This is an optimization exercise on Yosys and OpenROAD, whose aim is small area, not a production implementation.
The RTL was checked by simulation tests, not by an equivalence proof against the original design.
Power and IR drop assume default switching activity.

==> flow/design.v <==
`timescale 1ns / 1ps
module comparer#(
     parameter cache_depth = 8
)(
    input               axis_clk,
    input               axis_rstn,
    input               cache_key_valid,
    input  [63:0]       cache_key,
    output              cache_key_ready,
    input               compare_key_valid,
    input  [63:0]       compare_key,
    input               compare_opcode,   
    output              compare_key_ready,
    output reg          out_key_valid,
    output     [63:0]   out_key,
    input               out_key_ready,
    output reg                          result_valid,
    input                               result_ready,
    output reg [cache_depth-1:0]        result
    );
    reg [63:0]            caches [0:7];
    reg [7:0]             caches_state;
    reg [2:0]             head, tail;
    assign cache_key_ready   = 1'b1;
    assign compare_key_ready = ~result_valid;
    wire cmp_fire = compare_key_valid & ~result_valid;
    wire [7:0] head_oh, tail_oh;
    dec3 u_hdec (.a(head), .y(head_oh));
    dec3 u_tdec (.a(tail), .y(tail_oh));
    wire [63:0] kn = ~compare_key;
    wire [7:0]  key_eq;
    genvar g;
    generate
        for (g = 0; g < 8; g = g + 1) begin : g_eq
            key_eq_64 u_eq (.q(caches[g]), .kn(kn), .eq(key_eq[g]));
        end
    endgenerate
    wire [7:0] match = caches_state & key_eq;
    integer i;
    always @(posedge axis_clk) begin
        for (i = 0; i < 8; i = i + 1)
            if (cache_key_valid && head_oh[i])
                caches[i] <= cache_key;
    end
    always @(posedge axis_clk) begin
        if (!axis_rstn) begin
            head         <= 3'd0;
            caches_state <= 8'd0;
        end else begin
            for (i = 0; i < 8; i = i + 1)
                if (cache_key_valid && head_oh[i])
                    caches_state[i] <= 1'b1;
                else if (cmp_fire && match[i])
                    caches_state[i] <= 1'b0;
            if (cache_key_valid)
                head <= {head[2] ^ (head[1] & head[0]), head[1] ^ head[0], ~head[0]};
        end
    end
    always @(posedge axis_clk) begin
        if (!axis_rstn) begin
            result_valid <= 1'b0;
        end else if (result_valid) begin
            if (result_ready) result_valid <= 1'b0;
        end else if (compare_key_valid) begin
            result_valid <= 1'b1;
        end
    end
    always @(posedge axis_clk) begin
        if (!result_valid)
            result <= compare_opcode ? 8'd0 : match;
    end
    generate
        for (g = 0; g < 64; g = g + 1) begin : g_rd
            sel8 u_rd (.s(tail_oh),
                       .d({caches[7][g], caches[6][g], caches[5][g], caches[4][g],
                           caches[3][g], caches[2][g], caches[1][g], caches[0][g]}),
                       .y(out_key[g]));
        end
    endgenerate
    wire tail_state = |(caches_state & tail_oh);
    wire not_empty  = head != tail;
    wire tail_adv   = out_key_valid ? out_key_ready : (not_empty & ~tail_state);
    always @(posedge axis_clk) begin
        if (!axis_rstn) begin
            out_key_valid <= 1'b0;
            tail          <= 3'd0;
        end else begin
            out_key_valid <= not_empty & (out_key_valid ? ~out_key_ready : tail_state);
            if (tail_adv)
                tail <= {tail[2] ^ (tail[1] & tail[0]), tail[1] ^ tail[0], ~tail[0]};
        end
    end
endmodule
module key_eq_64 (
    input  [63:0] q,
    input  [63:0] kn,
    output        eq
);
    wire [31:0] o_n;    
    wire [21:0] a_n;    
    genvar j;
    generate
        for (j = 0; j < 32; j = j + 1) begin : g_o
            or_pair u_o (.q(q[2*j+1:2*j]), .kn(kn[2*j+1:2*j]), .y_n(o_n[j]));
        end
        for (j = 0; j < 21; j = j + 1) begin : g_a
            and_trip u_a (.q(q[3*j+2:3*j]), .kn(kn[3*j+2:3*j]), .y_n(a_n[j]));
        end
    endgenerate
    nand2_m u_a21 (.a({q[63], kn[63]}), .y(a_n[21]));
    wire [7:0] r;
    nor16_n u_r0 (.a(o_n[15:0]),  .y(r[0]));
    nor16_n u_r1 (.a(o_n[31:16]), .y(r[1]));
    generate
        for (j = 0; j < 5; j = j + 1) begin : g_r
            nand4_m u_r (.a(a_n[4*j+3:4*j]), .y(r[2+j]));
        end
    endgenerate
    nand2_m u_r7 (.a(a_n[21:20]), .y(r[7]));
    assign eq = ~|r;
endmodule
module or_pair (
    input  [1:0] q,
    input  [1:0] kn,
    output       y_n
);
    assign y_n = ~((q[0] | kn[0]) & (q[1] | kn[1]));
endmodule
module and_trip (
    input  [2:0] q,
    input  [2:0] kn,
    output       y_n
);
    assign y_n = ~((q[0] & kn[0]) | (q[1] & kn[1]) | (q[2] & kn[2]));
endmodule
module nor16_n (
    input  [15:0] a,
    output        y
);
    assign y = ~&{~|a[3:0], ~|a[7:4], ~|a[11:8], ~|a[15:12]};
endmodule
module nand4_m (
    input  [3:0] a,
    output       y
);
    assign y = ~&a;
endmodule
module nand2_m (
    input  [1:0] a,
    output       y
);
    assign y = ~&a;
endmodule
module sel8 (
    input  [7:0] s,
    input  [7:0] d,
    output       y
);
    wire [1:0] p_n;
    aoi222_m u_p0 (.a(d[2:0]), .b(s[2:0]), .y(p_n[0]));
    aoi222_m u_p1 (.a(d[5:3]), .b(s[5:3]), .y(p_n[1]));
    assign y = ~(p_n[0] & p_n[1] & ~((d[6] & s[6]) | (d[7] & s[7])));
endmodule
module aoi222_m (
    input  [2:0] a,
    input  [2:0] b,
    output       y
);
    assign y = ~|(a & b);
endmodule
module dec3 (
    input  [2:0] a,
    output [7:0] y
);
    assign y = 8'd1 << a;
endmodule
clock: 5.0 ns
lec_check: 0
cap_margin: 20
core_margin: 2
core_utilization: 55
place_density: 0.8
slew_margin: 20
synth_hierarchical: 1
synth_minimum_keep_size: 0
buffer_ports_args: -buffer_cell sky130_fd_sc_hd__buf_1
cts_args: -sink_clustering_enable -repair_clock_nets -dont_use_dummy_load -sink_clustering_size 28 -sink_clustering_max_diameter 120 -buf_list sky130_fd_sc_hd__clkbuf_16
standard.sh (not shown) runs the stock make flow with config.mk's settings and CLKGATE_MAP_FILE= SYNTH_SCRIPT=/design/flow/synth_recipe.tcl, a recipe that flattens the netlist after the stock synthesis.
==> flow/flow/run.sh <==
#!/bin/bash
# Standard ORFS layout with three changes:
#  - port buffers use buf_1 instead of the default delay buffer,
#  - CTS uses larger sink clusters and no dummy loads,
# everything else (synthesis, floorplan, power grid, placement, routing) as standard.sh runs it.
set -euo pipefail
cat >> config.mk <<'EOF'
export BUFFER_PORTS_ARGS = -buffer_cell sky130_fd_sc_hd__buf_1
export CTS_ARGS = -sink_clustering_enable -repair_clock_nets -dont_use_dummy_load -sink_clustering_size 28 -sink_clustering_max_diameter 120 -buf_list sky130_fd_sc_hd__clkbuf_16
EOF
bash standard.sh finish > standard_flow.log 2>&1
Rerun with:
--- a/flow/flow/run.sh
+++ b/flow/flow/run.sh
@@ -8,3 +8,3 @@
 export BUFFER_PORTS_ARGS = -buffer_cell sky130_fd_sc_hd__buf_1
-export CTS_ARGS = -sink_clustering_enable -repair_clock_nets -dont_use_dummy_load -sink_clustering_size 28 -sink_clustering_max_diameter 120 -buf_list sky130_fd_sc_hd__clkbuf_16
+export CTS_ARGS = -sink_clustering_enable -repair_clock_nets -dont_use_dummy_load -sink_clustering_size 30 -sink_clustering_max_diameter 80 -buf_list sky130_fd_sc_hd__clkbuf_16
 EOF
CTS_ARGS = -sink_clustering_enable -repair_clock_nets -dont_use_dummy_load -sink_clustering_size 30 -sink_clustering_max_diameter 80 -buf_list sky130_fd_sc_hd__clkbuf_16   (was -sink_clustering_enable -repair_clock_nets -dont_use_dummy_load -sink_clustering_size 28 -sink_clustering_max_diameter 120 -buf_list sky130_fd_sc_hd__clkbuf_16)
PLACE_DENSITY = default   (was 0.8)
Die area stays the same; worst setup slack gains 48 ps; sequential share of layout area drops by 0.34 points.
Rerun with:
--- a/flow/flow/run.sh
+++ b/flow/flow/run.sh
@@ -8,3 +8,3 @@
 export BUFFER_PORTS_ARGS = -buffer_cell sky130_fd_sc_hd__buf_1
-export CTS_ARGS = -sink_clustering_enable -repair_clock_nets -dont_use_dummy_load -sink_clustering_size 30 -sink_clustering_max_diameter 80 -buf_list sky130_fd_sc_hd__clkbuf_16
+export CTS_ARGS = -sink_clustering_enable -repair_clock_nets -dont_use_dummy_load -sink_clustering_size 28 -sink_clustering_max_diameter 120 -buf_list sky130_fd_sc_hd__clkbuf_16
 EOF
CTS_ARGS = -sink_clustering_enable -repair_clock_nets -dont_use_dummy_load -sink_clustering_size 28 -sink_clustering_max_diameter 120 -buf_list sky130_fd_sc_hd__clkbuf_16   (was -sink_clustering_enable -repair_clock_nets -dont_use_dummy_load -sink_clustering_size 30 -sink_clustering_max_diameter 80 -buf_list sky130_fd_sc_hd__clkbuf_16)
PLACE_DENSITY = 0.7   (was default)
What happened:
- worst setup slack gets better by 62 ps
- clock-buffer cell count shrinks by 3
- cell area fell by 0.44%
- via count shrinks by about 1.1%
- combinational power fell by about 2%
- sequential share of layout area grows by 0.28 points
- register-to-register slack is worse by 80 ps
- sequential cell count stays the same
- die area does not change
- utilization shrinks by 0.27 points
- wire length shrinks by about 3%
Rerun with:
PLACE_DENSITY = default   (was 0.7)
Via count climbs by 1.7%.
Clock skew drops by 7.2 ps.
Design area stays flat.
Clock-buffer cell count does not change.
Global-route usage climbs by 1.7 points.
Worst setup slack gets worse by 43 ps.
Worst hold slack gets worse by 5.1 ps.

-- static timing again, ports no longer ideal --
No port has a modelled driver above. Below, the same layouts with a new extraction and two added sets of constraints.
Step 1 (the two cells are an assumption about what drives the block):
set clk [get_ports {axis_clk}]
set_driving_cell -lib_cell sky130_fd_sc_hd__clkbuf_16 $clk
set_driving_cell -lib_cell sky130_fd_sc_hd__buf_2 [delete_from_list [all_inputs] $clk]
Step 2, shift: input delay + t, output delay - t, t = (earliest + latest rising clock arrival at the registers) / 2. This alone moves slack from input paths to output paths.
Three values: ideal, step 1, step 2; two values: the first two.
run	t, ns	slack for setup (ns)	worst setup path at the end	latest minus earliest clock arrival (ns)	worst slew at a driven data input, ns
the first run	0.617	0.557 / 0.501 / 0.800	input to register	0.077 / 0.077	0.11
the second run	0.649	0.605 / 0.549 / 0.867	input to register	0.053 / 0.053	0.10
the third run	0.635	0.667 / 0.609 / 0.792	input to register	0.071 / 0.070	0.11
the fourth run	0.640	0.624 / 0.566 / 0.925	input to register	0.072 / 0.072	0.10
After both steps setup and hold are still met in every run listed.
